This is an optimization exercise on Yosys and OpenROAD, whose aim is small area, a short achievable clock period and few clock cycles per item, not a production implementation.
Function was checked by simulation only, so behaviour that the tests miss may differ from the original.

File: config.mk
export PLATFORM = sky130hd
export DESIGN_NAME = miner
export DESIGN_NICKNAME = miner
export VERILOG_FILES = /design/flow/design.v
export SDC_FILE = /design/flow/constraint.sdc
export NUM_CORES = 4
export LEC_CHECK = 0
export CAP_MARGIN = 20
export CORE_MARGIN = 2
export CORE_UTILIZATION = 35
export PLACE_DENSITY = 0.5
export SLEW_MARGIN = 20
File: constraint.sdc
create_clock -name core_clock -period 11.0 [get_ports {clk}]
set_input_delay 2.2000 -clock core_clock [delete_from_list [all_inputs] [get_ports {clk}]]
set_output_delay 2.2000 -clock core_clock [all_outputs]
set_load 0.01 [all_outputs]
File: design.v
`timescale 1ns / 1ps
module karray(
		input wire [5:0] idx, output reg [31:0] k
	);
	always @(*) begin
		case (idx)
			6'b000000: k = 32'h428a2f98;
			6'b000001: k = 32'h71374491;
			6'b000010: k = 32'hb5c0fbcf;
			6'b000011: k = 32'he9b5dba5;
			6'b000100: k = 32'h3956c25b;
			6'b000101: k = 32'h59f111f1;
			6'b000110: k = 32'h923f82a4;
			6'b000111: k = 32'hab1c5ed5;
			6'b001000: k = 32'hd807aa98;
			6'b001001: k = 32'h12835b01;
			6'b001010: k = 32'h243185be;
			6'b001011: k = 32'h550c7dc3;
			6'b001100: k = 32'h72be5d74;
			6'b001101: k = 32'h80deb1fe;
			6'b001110: k = 32'h9bdc06a7;
			6'b001111: k = 32'hc19bf174;
			6'b010000: k = 32'he49b69c1;
			6'b010001: k = 32'hefbe4786;
			6'b010010: k = 32'h0fc19dc6;
			6'b010011: k = 32'h240ca1cc;
			6'b010100: k = 32'h2de92c6f;
			6'b010101: k = 32'h4a7484aa;
			6'b010110: k = 32'h5cb0a9dc;
			6'b010111: k = 32'h76f988da;
			6'b011000: k = 32'h983e5152;
			6'b011001: k = 32'ha831c66d;
			6'b011010: k = 32'hb00327c8;
			6'b011011: k = 32'hbf597fc7;
			6'b011100: k = 32'hc6e00bf3;
			6'b011101: k = 32'hd5a79147;
			6'b011110: k = 32'h06ca6351;
			6'b011111: k = 32'h14292967;
			6'b100000: k = 32'h27b70a85;
			6'b100001: k = 32'h2e1b2138;
			6'b100010: k = 32'h4d2c6dfc;
			6'b100011: k = 32'h53380d13;
			6'b100100: k = 32'h650a7354;
			6'b100101: k = 32'h766a0abb;
			6'b100110: k = 32'h81c2c92e;
			6'b100111: k = 32'h92722c85;
			6'b101000: k = 32'ha2bfe8a1;
			6'b101001: k = 32'ha81a664b;
			6'b101010: k = 32'hc24b8b70;
			6'b101011: k = 32'hc76c51a3;
			6'b101100: k = 32'hd192e819;
			6'b101101: k = 32'hd6990624;
			6'b101110: k = 32'hf40e3585;
			6'b101111: k = 32'h106aa070;
			6'b110000: k = 32'h19a4c116;
			6'b110001: k = 32'h1e376c08;
			6'b110010: k = 32'h2748774c;
			6'b110011: k = 32'h34b0bcb5;
			6'b110100: k = 32'h391c0cb3;
			6'b110101: k = 32'h4ed8aa4a;
			6'b110110: k = 32'h5b9cca4f;
			6'b110111: k = 32'h682e6ff3;
			6'b111000: k = 32'h748f82ee;
			6'b111001: k = 32'h78a5636f;
			6'b111010: k = 32'h84c87814;
			6'b111011: k = 32'h8cc70208;
			6'b111100: k = 32'h90befffa;
			6'b111101: k = 32'ha4506ceb;
			6'b111110: k = 32'hbef9a3f7;
			6'b111111: k = 32'hc67178f2;
		endcase
	end
endmodule
module dsha_finisher #(parameter START_ROUND=0) (input wire clk, input wire rst, input wire [255:0] X, input wire [95:0] Y, input wire [31:0] in_nonce, output reg [255:0] hash, output reg [31:0] out_nonce, output wire accepted);
	wire [511:0] data1;
	assign data1[95:0] = Y;
	assign data1[127:96] = in_nonce;
	assign data1[135:128] = 8'h80;
	assign data1[495:136] = 0;
	assign data1[511:496] = 16'h8002;
	sha256_chunk #(.START_ROUND(START_ROUND)) chunk1(.clk(clk), .rst(rst), .data(data1), .V_in(X), .hash(hash1), .valid(valid1));
	wire valid1;
	wire [255:0] hash1;
	wire [511:0] data2;
	assign data2[255:0] = hash1;
	assign data2[263:256] = 8'h80;
	assign data2[495:264] = 0;
	assign data2[511:496] = 16'h0001;
	sha256_chunk #(.START_ROUND(START_ROUND)) chunk2(.clk(clk), .rst(rst), .data(data2), .V_in(256'h5be0cd191f83d9ab9b05688c510e527fa54ff53a3c6ef372bb67ae856a09e667), .hash(hash2), .valid(valid2));
	wire [255:0] hash2;
	wire valid2;
	assign accepted = valid2;
	reg [31:0] nonce1, nonce2;
	always @(posedge clk) begin
		if (valid2) begin
			hash <= hash2;
			nonce1 <= in_nonce;
			nonce2 <= nonce1;
			out_nonce <= nonce2;
		end
	end
endmodule
module sha256_chunk #(parameter START_ROUND=0) (
		input wire clk, input wire rst, input wire [511:0] data, input wire [255:0] V_in, output wire [255:0] hash, output wire accepted, output wire valid
	);
	function [31:0] rotate (input [31:0] data, input [4:0] shift);
		reg [63:0] tmp;
		begin
		  tmp = {data, data} >> shift;
		  rotate = tmp[31:0];
		end
	endfunction
	function [31:0] flipbytes (input [31:0] data);
		flipbytes = {data[7:0], data[15:8], data[23:16], data[31:24]};
	endfunction
	reg [5:0] roundnum;
	reg [255:0] V;
	reg [31:0] R[7:0];  
	reg [31:0] w[15:0];
	reg [31:0] nw, nR[7:0], s0, s1, S1, ch, temp1, S0, maj, temp2;
	wire [31:0] k;
	karray karray(.idx(roundnum), .k(k));
	assign hash[31:0] = flipbytes(V[31:0] + nR[0]);
	assign hash[63:32] = flipbytes(V[63:32] + nR[1]);
	assign hash[95:64] = flipbytes(V[95:64] + nR[2]);
	assign hash[127:96] = flipbytes(V[127:96] + nR[3]);
	assign hash[159:128] = flipbytes(V[159:128] + nR[4]);
	assign hash[191:160] = flipbytes(V[191:160] + nR[5]);
	assign hash[223:192] = flipbytes(V[223:192] + nR[6]);
	assign hash[255:224] = flipbytes(V[255:224] + nR[7]);
	assign accepted = (roundnum == 6'b111111);
	assign valid = (roundnum == 6'b111111);
	always @(*) begin
		s0 = rotate(w[1], 7) ^ rotate(w[1], 18) ^ (w[1] >> 3);
		s1 = rotate(w[14], 17) ^ rotate(w[14], 19) ^ (w[14] >> 10);
		nw = w[0] + s0 + w[9] + s1;
		S1 = rotate(R[4], 6) ^ rotate(R[4], 11) ^ rotate(R[4], 25);
		ch = (R[4] & R[5]) ^ ((~R[4]) & R[6]);
		temp1 = R[7] + S1 + ch + k + w[0];
		S0 = rotate(R[0], 2) ^ rotate(R[0], 13) ^ rotate(R[0], 22);
		maj = (R[0] & R[1]) ^ (R[0] & R[2]) ^ (R[1] & R[2]);
		temp2 = S0 + maj;
		nR[7] = R[6];
		nR[6] = R[5];
		nR[5] = R[4];
		nR[4] = R[3] + temp1;
		nR[3] = R[2];
		nR[2] = R[1];
		nR[1] = R[0];
		nR[0] = temp1 + temp2;
	end
	always @(posedge clk) begin
		if (roundnum == 6'b111111) begin
			V <= V_in;
			R[0] <= V_in[31:0];
			R[1] <= V_in[63:32];
			R[2] <= V_in[95:64];
			R[3] <= V_in[127:96];
			R[4] <= V_in[159:128];
			R[5] <= V_in[191:160];
			R[6] <= V_in[223:192];
			R[7] <= V_in[255:224];
			w[0] <= flipbytes(data[31:0]);
			w[1] <= flipbytes(data[63:32]);
			w[2] <= flipbytes(data[95:64]);
			w[3] <= flipbytes(data[127:96]);
			w[4] <= flipbytes(data[159:128]);
			w[5] <= flipbytes(data[191:160]);
			w[6] <= flipbytes(data[223:192]);
			w[7] <= flipbytes(data[255:224]);
			w[8] <= flipbytes(data[287:256]);
			w[9] <= flipbytes(data[319:288]);
			w[10] <= flipbytes(data[351:320]);
			w[11] <= flipbytes(data[383:352]);
			w[12] <= flipbytes(data[415:384]);
			w[13] <= flipbytes(data[447:416]);
			w[14] <= flipbytes(data[479:448]);
			w[15] <= flipbytes(data[511:480]);
		end else begin
			R[0] <= nR[0];
			R[1] <= nR[1];
			R[2] <= nR[2];
			R[3] <= nR[3];
			R[4] <= nR[4];
			R[5] <= nR[5];
			R[6] <= nR[6];
			R[7] <= nR[7];
			w[0] <= w[1];
			w[1] <= w[2];
			w[2] <= w[3];
			w[3] <= w[4];
			w[4] <= w[5];
			w[5] <= w[6];
			w[6] <= w[7];
			w[7] <= w[8];
			w[8] <= w[9];
			w[9] <= w[10];
			w[10] <= w[11];
			w[11] <= w[12];
			w[12] <= w[13];
			w[13] <= w[14];
			w[14] <= w[15];
			w[15] <= nw;
		end
		if (rst) roundnum <= START_ROUND;
		else roundnum <= roundnum + 1'b1;
	end
endmodule
`timescale 1ns / 1ps
`default_nettype none
module miner (
		input wire clk,
		input wire rst,
		input wire [255:0] X,
		input wire [95:0] Y,
		input wire [31:0] nonce_start,
		output reg hash_valid,
		output reg [255:0] hash,
		output reg [31:0] hash_nonce
	);
	localparam NUM_COPIES = 1;
	reg [31:0] in_nonce;
	wire accepted;
	always @(posedge clk) begin
		if (rst) in_nonce <= nonce_start;
		else if (accepted) in_nonce <= in_nonce + 1;
	end
	wire [255:0] _out_hash[NUM_COPIES-1:0];
	wire [31:0] _out_nonce[NUM_COPIES-1:0];
	wire [NUM_COPIES-1:0] _dsha_accepted;
	reg [1:0] _primed[NUM_COPIES-1:0];
	reg [NUM_COPIES-1:0] _out_valid;
	genvar idx;
	generate
		for (idx = 0; idx < NUM_COPIES; idx = idx + 1) begin: block_dsha
			dsha_finisher #(.START_ROUND(idx)) dsha(.clk(clk), .rst(rst), .X(X), .Y(Y), .in_nonce(in_nonce), .hash(_out_hash[idx]), .out_nonce(_out_nonce[idx]), .accepted(_dsha_accepted[idx]));
			always @(posedge clk) begin
				if (rst) begin
					_primed[idx] <= 2'd0;
					_out_valid[idx] <= 1'b0;
				end else begin
					if (_dsha_accepted[idx] && !_primed[idx][1]) _primed[idx] <= _primed[idx] + 1'b1;
					_out_valid[idx] <= _dsha_accepted[idx] && _primed[idx][1];
				end
			end
		end
	endgenerate
	assign accepted = (_dsha_accepted != 0);
	integer i;
	always @(*) begin
		hash_valid = (_out_valid != 0);
		hash = _out_hash[0];
		hash_nonce = _out_nonce[0];
		for (i = 1; i < NUM_COPIES; i = i + 1) begin
			if (_out_valid[i]) begin
				hash = _out_hash[i];
				hash_nonce = _out_nonce[i];
			end
		end
	end
endmodule
File: run.sh
#!/bin/bash
# synth_recipe.tcl (not shown) runs the flow's synth.tcl, then flattens the netlist and writes it again
# the make line also repeats each setting of config.mk as NAME=value (left out here)
make -C /OpenROAD-flow-scripts/flow DESIGN_CONFIG=/design/flow/config.mk WORK_HOME=/design/flow/orfs CLKGATE_MAP_FILE= SYNTH_SCRIPT=/design/flow/synth_recipe.tcl finish
==> run notes <==
-- stage by stage --
| step | util [%] | hold WS [ns] | std cells |
|---|---|---|---|
| 4_1_cts | 41.36 | 0.3872 | 16510 |
| 6_report | 41.37 | 0.3860 | 16540 |
| 5_1_grt | 41.37 | 0.4154 | 16520 |
| 3_3_place_gp | 38.62 | 0.3930 | 16030 |
| 2_1_floorplan | - | 0.3863 | 11460 |
| 3_5_place_dp | 38.63 | 0.3974 | 16030 |
-- flip-flops by register name, summed over array words and instances (netlist names) --
signal,cells
block_dsha.dsha.chunk1.w,512
block_dsha.dsha.chunk2.w,512
block_dsha.dsha.chunk1.R,256
block_dsha.dsha.chunk1.V,256
block_dsha.dsha.chunk2.R,256
block_dsha.dsha.hash,256
block_dsha.dsha.chunk1.k,32
block_dsha.dsha.chunk2.k,32
block_dsha.dsha.nonce1,32
block_dsha.dsha.nonce2,32
block_dsha.dsha.out_nonce,32
in_nonce,32
block_dsha.dsha.chunk1.roundnum,6
block_dsha.dsha.chunk2.roundnum,6
_primed,2
_out_valid,1
-- path summary, 6_finish.rpt --
check / start / end / slack [ns] / cells past startpoint
min: block_dsha[0].dsha.chunk1.w[13][16]$_SDFF_PP0_ / block_dsha[0].dsha.chunk1.w[12][16]$_SDFF_PP0_ / 0.39 / 1
min reg2reg: block_dsha[0].dsha.chunk1.w[13][16]$_SDFF_PP0_ / block_dsha[0].dsha.chunk1.w[12][16]$_SDFF_PP0_ / 0.39 / 1
max: block_dsha[0].dsha.chunk1.R[4][1]$_DFF_P_ / block_dsha[0].dsha.chunk2.w[0][31]$_DFF_P_ / 1.33 / 41
max reg2reg: block_dsha[0].dsha.chunk1.R[4][1]$_DFF_P_ / block_dsha[0].dsha.chunk2.w[0][31]$_DFF_P_ / 1.33 / 41
-- kinds of logic (layout without fill, tap and decap cells) --
group | count (synthesis) | count (layout) | share of synthesized area (%)
multiplexers | 92 | 92 | 0.9019
AO/OA/AOI/OAI | 2149 | 2149 | 12.04
XOR/XNOR | 1181 | 1181 | 9.217
flip-flops | 2255 | 2255 | 45.65
other | 0 | 21 | 0
AND/OR/NAND/NOR | 3825 | 3825 | 15.88
buffers and inverters | 1017 | 1767 | 3.382
adder cells (fa/ha/maj) | 940 | 940 | 12.92
-- critical path, delay by kind of cell (launching register included) --
kind,cells,cell delay [ns]
AOI/OAI and AO/OA,19,3.99
DFF,1,0.62
adders and majority gates,8,3.10
buffers and inverters,6,0.55
xor gates and xnor gates,3,0.62
and+or+nand+nor,5,0.66
-- routing by layer --
| layer | share of wire, % | up-vias |
|---|---|---|
| met4 | 3.7 | 12 |
| met2 | 47 | 2812 |
| met3 | 5.7 | 642 |
| met1 | 44 | 41260 |
| met5 | 0.016 | - |
| li1 | - | 39750 |
-- final cells by class --
| cell class | count | area share [%] |
|---|---|---|
| Inverter | 495 | 1.410 |
| Timing Repair Buffer | 785 | 5.743 |
| Clock inverter | 118 | 0.9991 |
| Tap cell | 4305 | 4.054 |
| Clock buffer | 369 | 5.586 |
| Sequential cell | 2255 | 38.80 |
| Antenna cell | 21 | 0.03955 |
| Multi-Input combinational cell | 8187 | 43.37 |
-- Yosys cell counts, drive strengths merged, types with 143 or more instances --
library cell / instances / area, um2
nand3: 143 / 715.7
inv: 489 / 1836
ha: 543 / 6794
nand2: 1831 / 6873
a21oi: 502 / 2539
and2: 707 / 4431
nand2b: 201 / 1257
nor2: 480 / 1802
dfxtp: 1615 / 32330
fa: 382 / 7647
edfxtp: 640 / 19220
a21o: 227 / 1704
xnor2: 812 / 7112
o21ai: 683 / 3422
nor3: 147 / 735.7
clkbuf: 484 / 1817
xor2: 365 / 3204
==> flow_summary.json <==
{
  "ys_types": 108,
  "cts_buffers": 268,
  "status": "complete, no violations",
  "yosys_most_used_dff": "dfxtp_1",
  "fin_area_um2": 132900,
  "grt_pass1_wl_um": 610500,
  "final-max-slew-violation-count": 0,
  "gp_congestion": 0.9173,
  "hold_violations": 0,
  "hp-class": "flip-flop to flip-flop",
  "worstSkewPairLatency_ns": 0.91,
  "grt_remaining_overflow": 0,
  "drc": 0,
  "nFillCells": 31410,
  "ys_seq_elements": 2255,
  "ios": 675,
  "std_cell_rows": 208,
  "synth_cells": 11460,
  "cts_setup_buffers": 0,
  "viasPerCell": 5.109,
  "die-area_um2": 327200,
  "maxSlewHeadroom_pct": 20.49,
  "grt_start_max_net_pins": 223,
  "fin_ws_ns": 1.330,
  "wire_per_inst_um": 26.22,
  "cap_violations": 0,
  "synth_nets": 12770,
  "worst_setup_path_start_kind": "flip-flop",
  "drive_gt1_share_pct": 5.553,
  "yosysSeqAreaShare_pct": 45.65,
  "multi_input_area_um2": 57630,
  "cts_buffer_depth": 4,
  "die_w_um": 572.0,
  "use_met2_pct": 43.18,
  "portBuffers": 674,
  "firstDrtPassIters": 6,
  "fmax_mhz": 103.4,
  "cp_slowest_stage_delay_ns": 0.62,
  "ys_async_sr_fraction_pct": 0,
  "clk_pin_slew_ns": 0.06,
  "mostFrequentLayoutCell": "nand2_1",
  "drtIter0Drc": 7327,
  "period_needed_ns": 9.670,
  "wl_um": 433600,
  "final_cell_mix": "nand2_1, dfxtp_1, xnor2_1",
  "top_usage_layer": "met2",
  "grt_use_met1_pct": 34.11,
  "syn2layout_area_growth_pct": 17.67,
  "end_kind": "flip-flop",
  "yosys_warnings": 9,
  "worst_pin_slew_ns": 1.180,
  "cts_max_level": 5,
  "crit_required_ns": 11.78,
  "critPathSlowestCell": "dfxtp_1",
  "clock_skew_ns": 0.06016,
  "cts_resized": 0,
  "rsz0062_at_grt": "false",
  "seq_area_um2": 51550,
  "synth_area_um2": 112900,
  "worstSetupPathType": "flip-flop to flip-flop",
  "grt_pass1_vias": 83930,
  "fp.coreArea_um2": 321100,
  "dr_total_vias": 84470,
  "die_y_um": 572.0,
  "cp_max_fo": 7,
  "fin_setup_tns_ns": 0,
  "grtUsageMet3_pct": 3.814,
  "place_hpwl_um": 341600,
  "grt_antenna_before_repair": 76,
  "track_usage_pct": 25.84,
  "syn_avg_cell_area_um2": 9.854,
  "cts-root-buf": "clkbuf_16",
  "clkSinkCount": 2255,
  "tritoncts": "yes",
  "crit_arrival_ns": 10.45,
  "fin_nets": 13300,
  "setup_viol": 0,
  "postPlaceCellArea_um2": 124100,
  "period_share_pct": 87.91,
  "ctsHoldBuffers": 0,
  "synth_edf_count": 640,
  "dp_slack_ns": 1.364,
  "start_util_pct": 35.16,
  "postRouteAntennaNets": 0
}
Testbench counts, summed over its fixed seeds: cycles 21,504, items 320.

==> port drivers added, routing unchanged <==
The flow's constraints put no driver on any port. The routed layout listed below was extracted and timed again, unchanged, in two steps. Step 1 sets driving cells, clkbuf_16 on the clock port and buf_2 on the other inputs (assumed; they add their load-dependent delay and slew). Step 2 also shifts input and output timing later by t, the mid clock arrival at the registers, as if the neighbouring blocks saw the same clock. Slacks: ideal / step 1 / step 2; pairs: ideal / step 1.
t (ns): 0.996
slack for setup (ns): 1.330 / 1.330 / 1.330
worst slew at a driven data input, ns: 0.26
After both steps setup and hold are still met in this run. For this run, drivers alone change the setup slack by 0.000 ns; drivers and shift together by 0.000 ns.
